Background: an optimization exercise with open tools, aiming at small area. Do not read the settings as production practice. The RTL was checked by simulation tests, not by an equivalence proof against the original design. Power and IR drop assume default switching activity.

==> flow/config.mk <==
export PLATFORM = sky130hd
export DESIGN_NAME = encoder_monitor_wrap
export DESIGN_NICKNAME = encoder_monitor_wrap
export VERILOG_FILES = /design/flow/design.v
export SDC_FILE = /design/flow/constraint.sdc
export NUM_CORES = 4
export LEC_CHECK = 0
export CAP_MARGIN = 20
export CORE_MARGIN = 2
export CORE_UTILIZATION = 40
export SLEW_MARGIN = 20
==> flow/constraint.sdc <==
create_clock -name core_clock -period 6.0 [get_ports {clk}]
set_input_delay 1.2000 -clock core_clock [delete_from_list [all_inputs] [get_ports {clk}]]
set_output_delay 1.2000 -clock core_clock [all_outputs]
set_load 0.01 [all_outputs]
==> flow/design.v <==
module encoder_monitor (
  input clk,
  input reset,
  input encoder_a,
  input encoder_b,
  input  [ 3:0] CP_AWADDR,
  input  [ 2:0] CP_AWPROT,
  input         CP_AWVALID,
  output        CP_AWREADY,
  input  [63:0] CP_WDATA,
  input  [ 7:0] CP_WSTRB,
  input         CP_WVALID,
  output        CP_WREADY,
  output [ 1:0] CP_BRESP,
  output logic  CP_BVALID,
  input         CP_BREADY,
  input  [ 3:0] CP_ARADDR,
  input  [ 2:0] CP_ARPROT,
  input         CP_ARVALID,
  output        CP_ARREADY,
  output logic [63:0] CP_RDATA,
  output [ 1:0] CP_RRESP,
  output logic  CP_RVALID,
  input         CP_RREADY,
  output logic [63:0] MSG_tdata,
  output logic        MSG_tvalid,
  input               MSG_tready
);
  logic [1:0] encoder_val_z;
  logic [1:0] encoder_val_zz;
  logic [1:0] encoder_val_zzz;
  always_ff @(posedge clk) begin
    encoder_val_zzz <= encoder_val_zz;
    encoder_val_zz  <= encoder_val_z;
    encoder_val_z   <= {encoder_b, encoder_a};
  end
  wire a_changed = encoder_val_zz[0] ^ encoder_val_zzz[0];
  wire b_changed = encoder_val_zz[1] ^ encoder_val_zzz[1];
  wire change_encoder = a_changed | b_changed;
  wire step_valid = a_changed ^ b_changed;             
  wire step_down = encoder_val_zzz[0] ^ encoder_val_zz[1];
  logic        change_encoder_z;
  logic [63:0] position;
  logic [63:0] new_position;
  logic        set_position;
  wire [63:0] prop = position ^ {64{step_down}};
  logic [64:0] carry;
  assign carry[0] = step_valid;
  genvar gi;
  generate
    for (gi = 0; gi < 64; gi = gi + 1) begin : g_carry
      assign carry[gi+1] = carry[gi] & prop[gi];
    end
  endgenerate
  always_ff @(posedge clk, posedge reset) begin
    if (reset) begin
      position <= 64'd0;
    end else begin
      position <= set_position ? new_position : position ^ carry[63:0];
    end
  end
  always_ff @(posedge clk) begin
    new_position <= CP_WDATA;
  end
  always_ff @(posedge clk, posedge reset) begin
    if (reset) begin
      set_position     <= 1'b0;
      CP_BVALID        <= 1'b0;
      CP_RVALID        <= 1'b0;
      MSG_tvalid       <= 1'b0;
      change_encoder_z <= 1'b0;
    end else begin
      set_position     <= CP_WVALID;
      CP_BVALID        <= CP_WVALID | (CP_BVALID & ~CP_BREADY);
      CP_RVALID        <= CP_ARVALID | (CP_RVALID & ~CP_RREADY);
      MSG_tvalid       <= change_encoder_z | (MSG_tvalid & ~MSG_tready);
      change_encoder_z <= change_encoder;
    end
  end
  always_ff @(posedge clk) begin
    if (CP_ARVALID) CP_RDATA <= position;
    if (change_encoder_z & (~MSG_tvalid | MSG_tready)) MSG_tdata <= position;
  end
  assign CP_RRESP   = 2'b00;
  assign CP_ARREADY = 1'b1;
  assign CP_BRESP   = 2'b00;
  assign CP_AWREADY = 1'b1;
  assign CP_WREADY  = 1'b1;
endmodule
module encoder_monitor_wrap(
  input clk,
  input reset,
  input encoder_a,
  input encoder_b,
  input  [ 3:0] CP_AWADDR,
  input  [ 2:0] CP_AWPROT,
  input         CP_AWVALID,
  output        CP_AWREADY,
  input  [63:0] CP_WDATA,
  input  [ 7:0] CP_WSTRB,
  input         CP_WVALID,
  output        CP_WREADY,
  output [ 1:0] CP_BRESP,
  output        CP_BVALID,
  input         CP_BREADY,
  input  [ 3:0] CP_ARADDR,
  input  [ 2:0] CP_ARPROT,
  input         CP_ARVALID,
  output        CP_ARREADY,
  output [63:0] CP_RDATA,
  output [ 1:0] CP_RRESP,
  output        CP_RVALID,
  input         CP_RREADY,
  output [63:0] tdata,
  output        tvalid,
  input         tready
);
  encoder_monitor encoder_monitor_inst (
    .clk        (clk),
    .reset      (reset),
    .encoder_a  (encoder_a),
    .encoder_b  (encoder_b),
    .CP_AWADDR  (CP_AWADDR),
    .CP_AWPROT  (CP_AWPROT),
    .CP_AWVALID (CP_AWVALID),
    .CP_AWREADY (CP_AWREADY),
    .CP_WDATA   (CP_WDATA),
    .CP_WSTRB   (CP_WSTRB),
    .CP_WVALID  (CP_WVALID),
    .CP_WREADY  (CP_WREADY),
    .CP_BRESP   (CP_BRESP),
    .CP_BVALID  (CP_BVALID),
    .CP_BREADY  (CP_BREADY),
    .CP_ARADDR  (CP_ARADDR),
    .CP_ARPROT  (CP_ARPROT),
    .CP_ARVALID (CP_ARVALID),
    .CP_ARREADY (CP_ARREADY),
    .CP_RDATA   (CP_RDATA),
    .CP_RRESP   (CP_RRESP),
    .CP_RVALID  (CP_RVALID),
    .CP_RREADY  (CP_RREADY),
    .MSG_tdata  (tdata),
    .MSG_tvalid (tvalid),
    .MSG_tready (tready)
  );
endmodule
==> flow/run.sh <==
#!/bin/bash
# synth_recipe.tcl (not shown) runs the flow's synth.tcl, then flattens the netlist and writes it again
# the make line also repeats each setting of config.mk as NAME=value (left out here)
make -C /OpenROAD-flow-scripts/flow DESIGN_CONFIG=/design/flow/config.mk WORK_HOME=/design/flow/orfs CLKGATE_MAP_FILE= SYNTH_SCRIPT=/design/flow/synth_recipe.tcl finish
==> results.json <==
{
  "power_frac_comb": 0.116,
  "finClkSkew_ns": 0.0190,
  "wirelength_um": 21700,
  "arrival_ns": 4.23,
  "ios": 234,
  "start_kind": "flop",
  "drt_iter0_markers": 272,
  "antenna_found_initial": 1,
  "yosys.area.top_type": "edfxtp_1",
  "die_x_um": 163,
  "clock-sinks": 267,
  "min_period_ns": 3.83,
  "switching_power_mw": 1.06,
  "p_int_mw": 3.56,
  "cts_buffer_depth": 3,
  "yosys_warnings": 1,
  "grt_setup_unrepaired": "false",
  "yosysUniqueCellTypes": 57,
  "core-area_um2": 25000,
  "hold_path.class": "reg2reg",
  "grt_pass1_vias": 6266,
  "start_util": 0.405,
  "dr.pass1.iters": 4,
  "grt_usage": 0.163,
  "clock-root-buffer": "clkbuf_16",
  "setup_ws_ns": 2.17,
  "end_kind": "flop",
  "status": "complete, no violations",
  "cp_max_fo": 22,
  "p_seq_frac": 0.485,
  "cp.required_ns": 6.41,
  "cp_slowest_cell": "nor4_4",
  "finalSetupTns_ns": 0,
  "clkPwrFrac": 0.399,
  "synth.ff_latch_count": 267,
  "hold_slack_ns": 0.321,
  "cts_max_level": 1,
  "wl_per_cell_um": 16.7,
  "io_buffers": 203,
  "synth_top_area_frac": 0.379,
  "clk_pin_slew_ns": 0.06,
  "ys_top_cells_by_area": "edfxtp_1 (38%), dfrtp_1 (17%), dfxtp_1 (14%)",
  "synthArstFlopShare": 0.258,
  "ys.flop_type": "edfxtp_1",
  "dpl.hpwl_um": 13800,
  "drive_gt1_frac": 0.0892,
  "worstSkewPairLatency_ns": 0.53,
  "drc": 0,
  "final_nets": 1050,
  "fin_cells": 1305,
  "die_y_um": 163,
  "ctsHoldBuffers": 0,
  "post-place-cells": 1252,
  "final_core_util": 0.538,
  "max-vdd-ir-drop_v": 0.000240,
  "ys_seq_area_frac": 0.687,
  "postCtsSetupRepairBufs": 0,
  "final_hold_viol_count": 0,
  "post-route-period-util": 0.638,
  "synth_cells": 747,
  "slowest_delay_ns": 0.86,
  "synth_edf_count": 128,
  "via_count": 6396,
  "cts-resized-gates": 0,
  "place_ws_ns": 2.13,
  "drv_cap": 0,
  "diodes": 0,
  "grt_max_degree": 75,
  "criticalPathCategory": "reg2reg",
  "viasPerCell": 4.90,
  "p_leak_nw": 4.86,
  "tritoncts": "done",
  "fmax_mhz": 261,
  "ant_nets": 0,
  "fill_cells": 2118,
  "numCtsBuffers": 29,
  "synthToLayoutAreaGrowth_pct": 32.8,
  "worst_slew_pin_slew_ns": 0.955,
  "grt_overflow": 0,
  "crit_chain": "xnor2_1 > ha_1 > or4b_4 > mux2i_4 > o2111ai_4 > nor4_4 > nor3b_1 > a221o_1",
  "switching_share": 0.230,
  "slew_headroom": 0.364,
  "place_congestion": 0.708,
  "syn_area_per_cell_um2": 13.6,
  "power.density_nw_per_um2": 343,
  "syn_area_um2": 10100,
  "drv_slew": 0,
  "grt_pass1_wl_um": 34200,
  "rows": 58,
  "die_area_um2": 26600,
  "setup_viol": 0
}
==> power by group through the flow <==
| stage | combinational, mW | clock, mW | sequential, mW |
|---|---|---|---|
| after floorplan | 0.237 | 0 | 2.28 |
| after global placement | 0.537 | 0 | 2.27 |
| after detailed placement | 0.542 | 0 | 2.28 |
| after CTS | 0.545 | 1.90 | 2.24 |
| after global routing | 0.584 | 1.98 | 2.26 |
| final | 0.535 | 1.85 | 2.24 |
==> metal layers <==
layer,track usage,wire [µm],up-vias
met5,0,13,-
met4,0.0438,401,2
met3,0.0432,1520,29
met2,0.261,10100,181
met1,0.220,9660,3071
li1,-,-,3113
==> sequential cells by signal, indices dropped and copies added, names as in the netlist <==
name	cells
encoder_monitor_inst.position	64
encoder_monitor_inst.MSG_tvalid	1
encoder_monitor_inst.MSG_tdata	64
encoder_monitor_inst.CP_RDATA	64
encoder_monitor_inst.encoder_val_zz	2
encoder_monitor_inst.change_encoder_z	1
encoder_monitor_inst.CP_BVALID	1
encoder_monitor_inst.set_position	1
encoder_monitor_inst.encoder_val_zzz	2
encoder_monitor_inst.new_position	64
encoder_monitor_inst.CP_RVALID	1
encoder_monitor_inst.encoder_val_z	2
==> final timing paths <==
kind / startpoint / endpoint / slack (ns) / cells past startpoint
setup reg to reg: encoder_monitor_inst.encoder_val_zz[1] / encoder_monitor_inst.position[53] / 2.17 / 8
hold reg to reg: encoder_monitor_inst.encoder_val_z[1] / encoder_monitor_inst.encoder_val_zz[1] / 0.32 / 0
setup / recovery: encoder_monitor_inst.encoder_val_zz[1] / encoder_monitor_inst.position[53] / 2.17 / 8
hold / removal: encoder_monitor_inst.encoder_val_z[1] / encoder_monitor_inst.encoder_val_zz[1] / 0.32 / 0
min in group asynchronous: reset / encoder_monitor_inst.position[54] / 1.16 / 2
max in group asynchronous: reset / encoder_monitor_inst.set_position / 3.90 / 3
==> cell usage after synthesis, types with 3 or more instances <==
cell         n
nor2_1      22
nand2_1     76
xor2_1      14
dfxtp_1     70
nor4_2       3
a22oi_1     10
a21oi_1      4
and3_1      10
and2_1       5
o2111ai_1    3
buf_2        5
nor4b_1      3
nor4_1      22
or3_1        4
or4_1       11
buf_4       12
o21ai_1     12
xnor2_1     64
nor3_1      28
mux2i_1     25
mux2_2       6
dfrtp_1     69
nor2b_1     10
o21ai_0     39
inv_1        5
edfxtp_1   128
or2_2        8
a31oi_1      3
nand3_1     12
nand4_1     13
clkbuf_1    17
==> cells in the final DEF (no fill, tap or decap), types with 5 or more instances in the layout <==
master / instances
nand2_1: 76
a22oi_1: 10
conb_1: 7
nand3_1: 12
clkbuf_1: 6
nor3_1: 28
nor4_1: 22
nand4_1: 13
dfxtp_1: 70
nor2_1: 22
clkinv_2: 6
o21ai_0: 39
o21ai_1: 12
dfrtp_1: 68
or2_2: 8
nor2b_1: 10
xnor2_1: 63
buf_4: 6
clkbuf_8: 5
and3_1: 10
mux2i_1: 25
edfxtp_1: 128
clkdlybuf4s50_1: 202
mux2_2: 6
xor2_1: 13
clkbuf_16: 29
bufinv_16: 5
or4_1: 11
==> per-stage QoR <==
step | total power, mW | instance area [µm²]
global placement | 2.81 | 12500
finish | 4.62 | 13500
detailed placement | 2.82 | 12500
floorplan | 2.52 | 10200
global route | 4.83 | 13500
CTS | 4.69 | 13500
==> critical path, delay by kind of cell (launching register included) <==
family          cells  cell delay [ns]
simple gates        3             1.45
compound gates      2             0.83
flops               1             0.52
fa+ha+maj           1             0.38
mux                 1             0.35
xor+xnor            1             0.14
==> cell families after synthesis <==
| logic type | share of synthesized area |
|---|---|
| DFF | 0.687 |
| adders and majority gates | 0.00123 |
| AOI/OAI and AO/OA | 0.0584 |
| and+or+nand+nor | 0.128 |
| buffers and inverters | 0.0225 |
| muxes | 0.0349 |
| xor gates and xnor gates | 0.0674 |
| other | 0.000740 |
==> area by class of cell <==
class	instances	area, µm²	area share
Clock inverter	13	190	0.0141
Sequential cell	267	6980	0.518
Timing Repair Buffer	208	2070	0.153
Inverter	5	20.0	0.00149
Tap cell	330	413	0.0306
Clock buffer	40	817	0.0606
Multi-Input combinational cell	442	2990	0.222

separate check: timing with driven ports:
The flow's constraints put no driver on any port. The routed layout listed below was extracted and timed again, unchanged, in two steps.
Step 1, drivers: a clkbuf_16 drives clk and a buf_2 each remaining input, both assumed.
Step 2 times the ports against the registers' clock, not the clock port: input delays grow and output delays shrink by t, the midpoint of the rising clock arrivals with the driver on.
Slacks: no drivers / after step 1 / after step 2; pairs: no drivers / after step 1.
t (ns): 0.570
slack for setup (ns): 2.172 / 2.172 / 2.172
worst hold slack (ns): 0.321 / 0.321 / 0.321
pins driven straight from the clock port: 1
After both steps this run still meets setup and hold. For this run, drivers alone change the setup slack by 0.000 ns; drivers and shift together by 0.000 ns.
